This design comes from an exercise in tuning for small area on the open sky130 flow, not from production work. In this exercise RTL edits were held to simulation tests only and were not proved equivalent to the original. Power is estimated from default activity; no workload was simulated. The flow treats the clock pin as an ideal source, which a real chip does not have.

==> tundra <==
==> flow/design.v (excerpt) <==
module hdmi
#(parameter FREQ=25200000, FS=48000, CTS=25200, N=6144)
 (
   input        I_CLK_PIXEL,
   input        I_RESET,      
   input [7:0]  I_R,
   input [7:0]  I_G,
   input [7:0]  I_B,
   input        I_BLANK,
   input        I_HSYNC,
   input        I_VSYNC,
   input        I_ASPECT_169,
   input        I_AUDIO_ENABLE,
   input [15:0] I_AUDIO_PCM_L,
   input [15:0] I_AUDIO_PCM_R,
   output [9:0] O_RED,    
   output [9:0] O_GREEN,  
   output [9:0] O_BLUE    
);
==> module encoder, before the edit <==
module encoder
(
 input CLK,
 input [7:0] DATA,
 input [1:0] C,
 input VDE,    
 input ADE,    
 input [3:0] AUX,
 output reg [9:0] ENCODED
 );
   function [3:0] popcount8;
      input [7:0] v;
      reg s1, c1, s2, c2, s3, c3, o0, c4, t, c5, o1, c6;
      begin
         s1 = v[0] ^ v[1] ^ v[2];  c1 = (v[0] & v[1]) | (v[0] & v[2]) | (v[1] & v[2]);
         s2 = v[3] ^ v[4] ^ v[5];  c2 = (v[3] & v[4]) | (v[3] & v[5]) | (v[4] & v[5]);
         s3 = v[6] ^ v[7];         c3 = v[6] & v[7];
         o0 = s1 ^ s2 ^ s3;        c4 = (s1 & s2) | (s1 & s3) | (s2 & s3);
         t  = c1 ^ c2 ^ c3;        c5 = (c1 & c2) | (c1 & c3) | (c2 & c3);
         o1 = t ^ c4;              c6 = t & c4;
         popcount8 = {c5 & c6, c5 ^ c6, o1, o0};
      end
   endfunction
   wire s1 = DATA[1] ^ DATA[2] ^ DATA[3];
   wire c1 = (DATA[1] & DATA[2]) | (DATA[1] & DATA[3]) | (DATA[2] & DATA[3]);
   wire s2 = DATA[4] ^ DATA[5] ^ DATA[6];
   wire c2 = (DATA[4] & DATA[5]) | (DATA[4] & DATA[6]) | (DATA[5] & DATA[6]);
   wire c3 = (s1 & s2) | (s1 & DATA[7]) | (s2 & DATA[7]);
   wire sel = (c1 & c2) | (c1 & c3) | (c2 & c3);
   wire [7:0] px;
   assign px[0] = DATA[0];
   genvar k;
   generate for (k = 1; k < 8; k = k + 1) begin : g_px
      assign px[k] = px[k-1] ^ DATA[k];
   end endgenerate
   wire [7:0] word = px ^ {sel, 1'b0, sel, 1'b0, sel, 1'b0, sel, 1'b0};
   wire [3:0] n1   = popcount8(word);
   wire [3:0] disp = {!n1[3] & !n1[2], !n1[2], n1[1:0]};
   reg  [3:0] dc_bias;
   wire cond0 = (dc_bias == 4'd0) || (disp == 4'd0);
   wire inv   = cond0 ? sel : (dc_bias[3] == disp[3]);
   wire       m = !inv & sel;
   wire [3:0] xa = disp ^ {4{inv}};
   wire [3:0] xb = {m, m, inv ^ sel, sel};
   wire [3:0] cs_s = dc_bias ^ xa ^ xb;
   wire [3:0] cs_c = (dc_bias & xa) | (dc_bias & xb) | (xa & xb);
   wire       r1 = cs_s[1] & cs_c[0];
   wire       r2 = (cs_s[2] & cs_c[1]) | (cs_s[2] & r1) | (cs_c[1] & r1);
   wire [3:0] dc_next = {cs_s[3] ^ cs_c[2] ^ r2, cs_s[2] ^ cs_c[1] ^ r1, cs_s[1] ^ cs_c[0], cs_s[0]};
   always @(posedge CLK) begin
      if (VDE) begin
         ENCODED <= {inv, !sel, word ^ {8{inv}}};
         dc_bias <= dc_next;
      end else if (ADE) begin
         case (AUX)
           4'b0000 : ENCODED <= 10'b1010011100;
           4'b0001 : ENCODED <= 10'b1001100011;
           4'b0010 : ENCODED <= 10'b1011100100;
           4'b0011 : ENCODED <= 10'b1011100010;
           4'b0100 : ENCODED <= 10'b0101110001;
           4'b0101 : ENCODED <= 10'b0100011110;
           4'b0110 : ENCODED <= 10'b0110001110;
           4'b0111 : ENCODED <= 10'b0100111100;
           4'b1000 : ENCODED <= 10'b1011001100;
           4'b1001 : ENCODED <= 10'b0100111001;
           4'b1010 : ENCODED <= 10'b0110011100;
           4'b1011 : ENCODED <= 10'b1011000110;
           4'b1100 : ENCODED <= 10'b1010001110;
           4'b1101 : ENCODED <= 10'b1001110001;
           4'b1110 : ENCODED <= 10'b0101100011;
           default : ENCODED <= 10'b1011000011;
         endcase
      end else begin
         case (C)
           2'b00   : ENCODED <= 10'b1101010100;
           2'b01   : ENCODED <= 10'b0010101011;
           2'b10   : ENCODED <= 10'b0101010100;
           default : ENCODED <= 10'b1010101011;
         endcase
         dc_bias <= 0;
      end
   end
endmodule
==> flow/config.mk <==
export PLATFORM = sky130hd
export DESIGN_NAME = hdmi
export DESIGN_NICKNAME = hdmi
export VERILOG_FILES = /design/flow/design.v
export SDC_FILE = /design/flow/constraint.sdc
export NUM_CORES = 4
export LEC_CHECK = 0
export CAP_MARGIN = 20
export CORE_MARGIN = 2
export CORE_UTILIZATION = 75
export PLACE_DENSITY = 0.85
export SLEW_MARGIN = 20
==> flow/constraint.sdc <==
create_clock -name core_clock -period 10.0 [get_ports {I_CLK_PIXEL}]
set_input_delay 2.0000 -clock core_clock [delete_from_list [all_inputs] [get_ports {I_CLK_PIXEL}]]
set_output_delay 2.0000 -clock core_clock [all_outputs]
set_load 0.01 [all_outputs]
standard.sh (not shown) runs the stock make flow with config.mk's settings and CLKGATE_MAP_FILE= SYNTH_SCRIPT=/design/flow/synth_recipe.tcl, a recipe that flattens the netlist after the stock synthesis.
==> flow/flow/run.sh <==
#!/bin/bash
# The standard layout (standard.sh: the standard flow's synthesis, floorplan, power grid,
# placement, CTS and routing), with two settings passed to ORFS:
#  - port buffers use the smallest buffer cell;
#  - clock tree synthesis without dummy loads.
# make's full output goes to standard.log in the work folder.
set -euo pipefail
export BUFFER_PORTS_ARGS="-buffer_cell sky130_fd_sc_hd__buf_1"
export CTS_ARGS="-sink_clustering_enable -repair_clock_nets -sink_clustering_size 30 -sink_clustering_max_diameter 100 -buf_list sky130_fd_sc_hd__clkbuf_16 -dont_use_dummy_load"
bash standard.sh > standard.log 2>&1
==> harbor (differences from tundra) <==
--- a/flow/design.v
+++ b/flow/design.v
@@ -130,13 +130,15 @@
 reg [7:0]  channelStatusIdx;
 reg [1:0]  samplesHead;
 reg [23:0] audioPacketHeader;
 reg        sampleQ;             
 reg [15:0] sL0, sL1, sL2, sL3;
 reg [15:0] sR0, sR1, sR2, sR3;
-reg [2:0]  sS0, sS1, sS2, sS3;   
+reg        sS0, sS1, sS2, sS3;   
+reg        pL0, pL1, pL2, pL3;   
+reg        pR0, pR1, pR2, pR3;   
 reg [4:0]  sC0, sC1, sC2, sC3;   
 reg [4:0]  dataOffset;
 reg [7:0]  bchHdr, bchCode0, bchCode1, bchCode2, bchCode3;
 function [7:0] ECCcode;
    input [7:0] code;
    input bita;
@@ -145,20 +147,28 @@
       ECCcode = {code[6:0], 1'b0} ^ (((code[7] ^ bita) && passthroughData) ? 8'hC1 : 8'h00);
    end
 endfunction
 function [1:0] SubBits;
    input [15:0] l;
    input [15:0] r;
-   input [2:0]  s;
+   input        cs;
+   input        pl;
+   input        pr;
    input [4:0]  cnt;
    reg [63:0] w;
    begin
-      w = {8'h00, s[2], s[0], 2'b00, s[1], s[0], 2'b00, r, 8'h00, l, 8'h00};
+      w = {8'h00, pr ^ cs, cs, 2'b00, pl ^ cs, cs, 2'b00, r, 8'h00, l, 8'h00};
       SubBits = w[{cnt, 1'b0} +: 2];
    end
 endfunction
+function [1:0] SubField;
+   input [4:0] cnt;
+   begin
+      SubField = (cnt >= 5'd4 && cnt < 5'd12) ? 2'd1 : (cnt >= 5'd16 && cnt < 5'd24) ? 2'd2 : 2'd0;
+   end
+endfunction
 wire hEdge      = prevHSync != i_hSync;
 wire load       = hEdge && firstHSyncChange;
 wire lowX       = counterX[15:6] == 10'd0;
 wire send1      = allowGeneration && lowX && !counterX[5];
 wire send2      = allowGeneration && lowX &&  counterX[5];
 wire send       = allowGeneration && lowX;
@@ -182,16 +192,20 @@
 wire [31:0] fHdrX  = {8'h00, fHdr};
 wire [63:0] fSub0X = {8'h00, fSub0};
 wire [63:0] fSubNX = {8'h00, fSubN};
 wire        fHdrBit = !wrapped && fHdrX[counterX[4:0]];
 wire [1:0]  fSub0Bits = wrapped ? 2'b00 : fSub0X[{counterX[4:0], 1'b0} +: 2];
 wire [1:0]  fSubNBits = wrapped ? 2'b00 : fSubNX[{counterX[4:0], 1'b0} +: 2];
-wire [1:0] a0 = SubBits(sL0, sR0, sS0, sC0);
-wire [1:0] a1 = SubBits(sL1, sR1, sS1, sC1);
-wire [1:0] a2 = SubBits(sL2, sR2, sS2, sC2);
-wire [1:0] a3 = SubBits(sL3, sR3, sS3, sC3);
+wire [1:0] a0 = SubBits(sL0, sR0, sS0, pL0, pR0, sC0);
+wire [1:0] f0 = SubField(sC0);
+wire [1:0] a1 = SubBits(sL1, sR1, sS1, pL1, pR1, sC1);
+wire [1:0] f1 = SubField(sC1);
+wire [1:0] a2 = SubBits(sL2, sR2, sS2, pL2, pR2, sC2);
+wire [1:0] f2 = SubField(sC2);
+wire [1:0] a3 = SubBits(sL3, sR3, sS3, pL3, pR3, sC3);
+wire [1:0] f3 = SubField(sC3);
 wire       hBit = send1 ? fHdrBit : audioPacketHeader[0];
 wire [1:0] p0 = send1 ? fSub0Bits : a0;
 wire [1:0] p1 = send1 ? fSubNBits : a1;
 wire [1:0] p2 = send1 ? fSubNBits : a2;
 wire [1:0] p3 = send1 ? fSubNBits : a3;
 wire passH = dataOffset < 5'd24;
@@ -199,23 +213,35 @@
 assign o_d0[0] = passH ? hBit : bchHdr[7];
 assign o_d0[1] = !send1 || (dataOffset != 5'd0);
 assign o_d1 = passD ? {p3[0], p2[0], p1[0], p0[0]} : {bchCode3[7], bchCode2[7], bchCode1[7], bchCode0[7]};
 assign o_d2 = passD ? {p3[1], p2[1], p1[1], p0[1]} : {bchCode3[6], bchCode2[6], bchCode1[6], bchCode0[6]};
 assign o_data = send;
 wire       csBit = channelStatus[channelStatusIdx];
-wire [2:0] sNew  = {(^i_audioR) ^ csBit, (^i_audioL) ^ csBit, csBit};
 wire [23:0] hdrOr = 24'h000002 | ((channelStatusIdx == 8'd0 ? 24'h100100 : 24'h000100) << samplesHead);
 always @(posedge i_pixclk) begin
    if (sampleNext) begin
       case (headNext)
-         2'd0: begin sL0 <= i_audioL; sR0 <= i_audioR; sS0 <= sNew; end
-         2'd1: begin sL1 <= i_audioL; sR1 <= i_audioR; sS1 <= sNew; end
-         2'd2: begin sL2 <= i_audioL; sR2 <= i_audioR; sS2 <= sNew; end
-         default: begin sL3 <= i_audioL; sR3 <= i_audioR; sS3 <= sNew; end
+         2'd0: begin sL0 <= i_audioL; sR0 <= i_audioR; sS0 <= csBit; end
+         2'd1: begin sL1 <= i_audioL; sR1 <= i_audioR; sS1 <= csBit; end
+         2'd2: begin sL2 <= i_audioL; sR2 <= i_audioR; sS2 <= csBit; end
+         default: begin sL3 <= i_audioL; sR3 <= i_audioR; sS3 <= csBit; end
       endcase
    end
+   if (sample && samplesHead == 2'd0) begin pL0 <= 0; pR0 <= 0; end
+   else if (send2) begin pL0 <= pL0 ^ (f0[0] & ^a0); pR0 <= pR0 ^ (f0[1] & ^a0); end
+   if (sample && samplesHead == 2'd1) begin pL1 <= 0; pR1 <= 0; end
+   else if (send2) begin pL1 <= pL1 ^ (f1[0] & ^a1); pR1 <= pR1 ^ (f1[1] & ^a1); end
+   if (sample && samplesHead == 2'd2) begin pL2 <= 0; pR2 <= 0; end
+   else if (send2) begin pL2 <= pL2 ^ (f2[0] & ^a2); pR2 <= pR2 ^ (f2[1] & ^a2); end
+   if (sample && samplesHead == 2'd3) begin pL3 <= 0; pR3 <= 0; end
+   else if (send2) begin pL3 <= pL3 ^ (f3[0] & ^a3); pR3 <= pR3 ^ (f3[1] & ^a3); end
+   sampleQ <= sampleNext;
+   if (load)
+      wrapped <= 0;
+   else if (&counterX)
+      wrapped <= 1;
    if (load)
       pktType <= regen ? 2'd0 : !oddLine ? (i_aspect_169 ? 2'd2 : 2'd1) : 2'd3;
 end
 wire bchStep = send || i_reset;
 wire passHs  = passH && !i_reset;
 wire passDs  = passD && !i_reset;
@@ -233,23 +259,20 @@
    counterX <= 0;
    firstHSyncChange <= 0;
    oddLine <= 0;
    prevHSync <= 0;
    o_prevBlank <= 0;
    allowGeneration <= 0;
-   wrapped <= 0;
    ctsTimer <= 0;
    audioTimer <= 0;
-   sampleQ <= 0;
    channelStatusIdx <= 0;
    samplesHead <= 0;
    audioPacketHeader <= 0;
    sC0 <= 5'd28; sC1 <= 5'd28; sC2 <= 5'd28; sC3 <= 5'd28;
    dataOffset <= 0;
 end else begin
-   sampleQ <= sampleNext;
    if (sample) begin
       audioPacketHeader <= audioPacketHeader | hdrOr;
       channelStatusIdx <= (channelStatusIdx < 8'd191) ? channelStatusIdx + 8'd1 : 8'd0;
       samplesHead <= samplesHead + 2'd1;
       case (samplesHead)
          2'd0: sC0 <= 0;
@@ -274,18 +297,15 @@
       firstHSyncChange <= 1;
    if (o_prevBlank && !i_blank)
       allowGeneration <= 0;
    if (load) begin
       oddLine <= !oddLine;
       counterX <= 0;
-      wrapped <= 0;
       allowGeneration <= i_audio_enable;
    end else begin
       counterX <= counterX + 1'b1;
-      if (&counterX)
-         wrapped <= 1;
    end
    if (hEdge)
       firstHSyncChange <= !firstHSyncChange;
    o_prevBlank <= i_blank;
    prevHSync <= i_hSync;
 end
CORE_UTILIZATION = 65   (was 75)
PLACE_DENSITY = 0.75   (was 0.85)
==> ember (differences from tundra) <==
--- a/flow/design.v
+++ b/flow/design.v
@@ -31,18 +31,14 @@
          o0 = s1 ^ s2 ^ s3;        c4 = (s1 & s2) | (s1 & s3) | (s2 & s3);
          t  = c1 ^ c2 ^ c3;        c5 = (c1 & c2) | (c1 & c3) | (c2 & c3);
          o1 = t ^ c4;              c6 = t & c4;
          popcount8 = {c5 & c6, c5 ^ c6, o1, o0};
       end
    endfunction
-   wire s1 = DATA[1] ^ DATA[2] ^ DATA[3];
-   wire c1 = (DATA[1] & DATA[2]) | (DATA[1] & DATA[3]) | (DATA[2] & DATA[3]);
-   wire s2 = DATA[4] ^ DATA[5] ^ DATA[6];
-   wire c2 = (DATA[4] & DATA[5]) | (DATA[4] & DATA[6]) | (DATA[5] & DATA[6]);
-   wire c3 = (s1 & s2) | (s1 & DATA[7]) | (s2 & DATA[7]);
-   wire sel = (c1 & c2) | (c1 & c3) | (c2 & c3);
+   wire [3:0] ones = popcount8(DATA);
+   wire       sel  = ones[3] | (ones[2] & (ones[1] | ones[0] | !DATA[0]));
    wire [7:0] px;
    assign px[0] = DATA[0];
    genvar k;
    generate for (k = 1; k < 8; k = k + 1) begin : g_px
       assign px[k] = px[k-1] ^ DATA[k];
    end endgenerate
==> flow/run.sh (new file) <==
#!/bin/bash
# synth_recipe.tcl (not shown) runs the flow's synth.tcl, then flattens the netlist and writes it again
# the make line also repeats each setting of config.mk as NAME=value (left out here)
make -C /OpenROAD-flow-scripts/flow DESIGN_CONFIG=/design/flow/config.mk WORK_HOME=/design/flow/orfs CLKGATE_MAP_FILE= SYNTH_SCRIPT=/design/flow/synth_recipe.tcl finish
CORE_UTILIZATION = 50   (was 75)
CTS_BUF_LIST = sky130_fd_sc_hd__clkbuf_16   (was default)
CTS_CLUSTER_DIAMETER = 100   (was default)
CTS_CLUSTER_SIZE = 30   (was default)
PLACE_DENSITY = default   (was 0.85)
removed: flow/flow/run.sh
removed: flow/standard.sh
==> run notes <==
Synth Area in XOR/XNOR 6.358%; Syn Std Cell Area 0.02737 mm^2; outcome complete, no violations; Area contributors post-synth dfxtp_1 44%, edfxtp_1 21%, xnor2_1 3.6%, ha_1 3.4%, nor2_1 2.4%; max incr delay on CP 0.85 ns; first-pass GRT wire length 82.61 mm; crit-path most repeated cell inv_1; clock latency at the later pin of the worst-skew pair 0.66 ns
[end of results for tundra]
==> run notes <==
first-pass GRT wire length 73.19 mm; max incr delay on CP 0.74 ns; Area contributors post-synth dfxtp_1 45%, edfxtp_1 21%, ha_1 3.5%, xnor2_1 2.7%, xor2_1 2.6%; outcome complete, no violations; Syn Std Cell Area 0.02724 mm^2; crit-path most repeated cell fa_1; Synth Area in XOR/XNOR 5.770%; clock latency at the later pin of the worst-skew pair 0.60 ns
[end of results for harbor]
==> run notes <==
outcome complete, no violations; Syn Std Cell Area 0.02762 mm^2; Area contributors post-synth dfxtp_1 43%, edfxtp_1 21%, ha_1 4.0%, xnor2_1 3.7%, a21oi_1 2.3%; clock latency at the later pin of the worst-skew pair 0.64 ns; crit-path most repeated cell ha_1; max incr delay on CP 0.58 ns; core area 0.05488 mm^2; clock share of power 20.6%
[end of results for ember]

==> afterwards: timing with drivers on the ports <==
No port has a modelled driver above. Below, the same layouts with a new extraction and two added sets of constraints.
Step 1, drivers: a clkbuf_16 drives I_CLK_PIXEL and a buf_2 each remaining input, both assumed.
Step 2, shift: input delay + t, output delay - t, t = (earliest + latest rising clock arrival at the registers) / 2. This alone moves slack from input paths to output paths.
a / b / c = no drivers / after step 1 / after step 2; a / b = the first two.
run | t, ns | setup WS [ns] | worst slew at a driven data input, ns
tundra | 0.658 | 2.491 / 2.491 / 2.491 | 0.05
harbor | 0.635 | 3.210 / 3.210 / 3.210 | 0.05
ember | 0.693 | 2.474 / 2.474 / 2.474 | 0.04
After both steps every run listed still meets setup and hold.
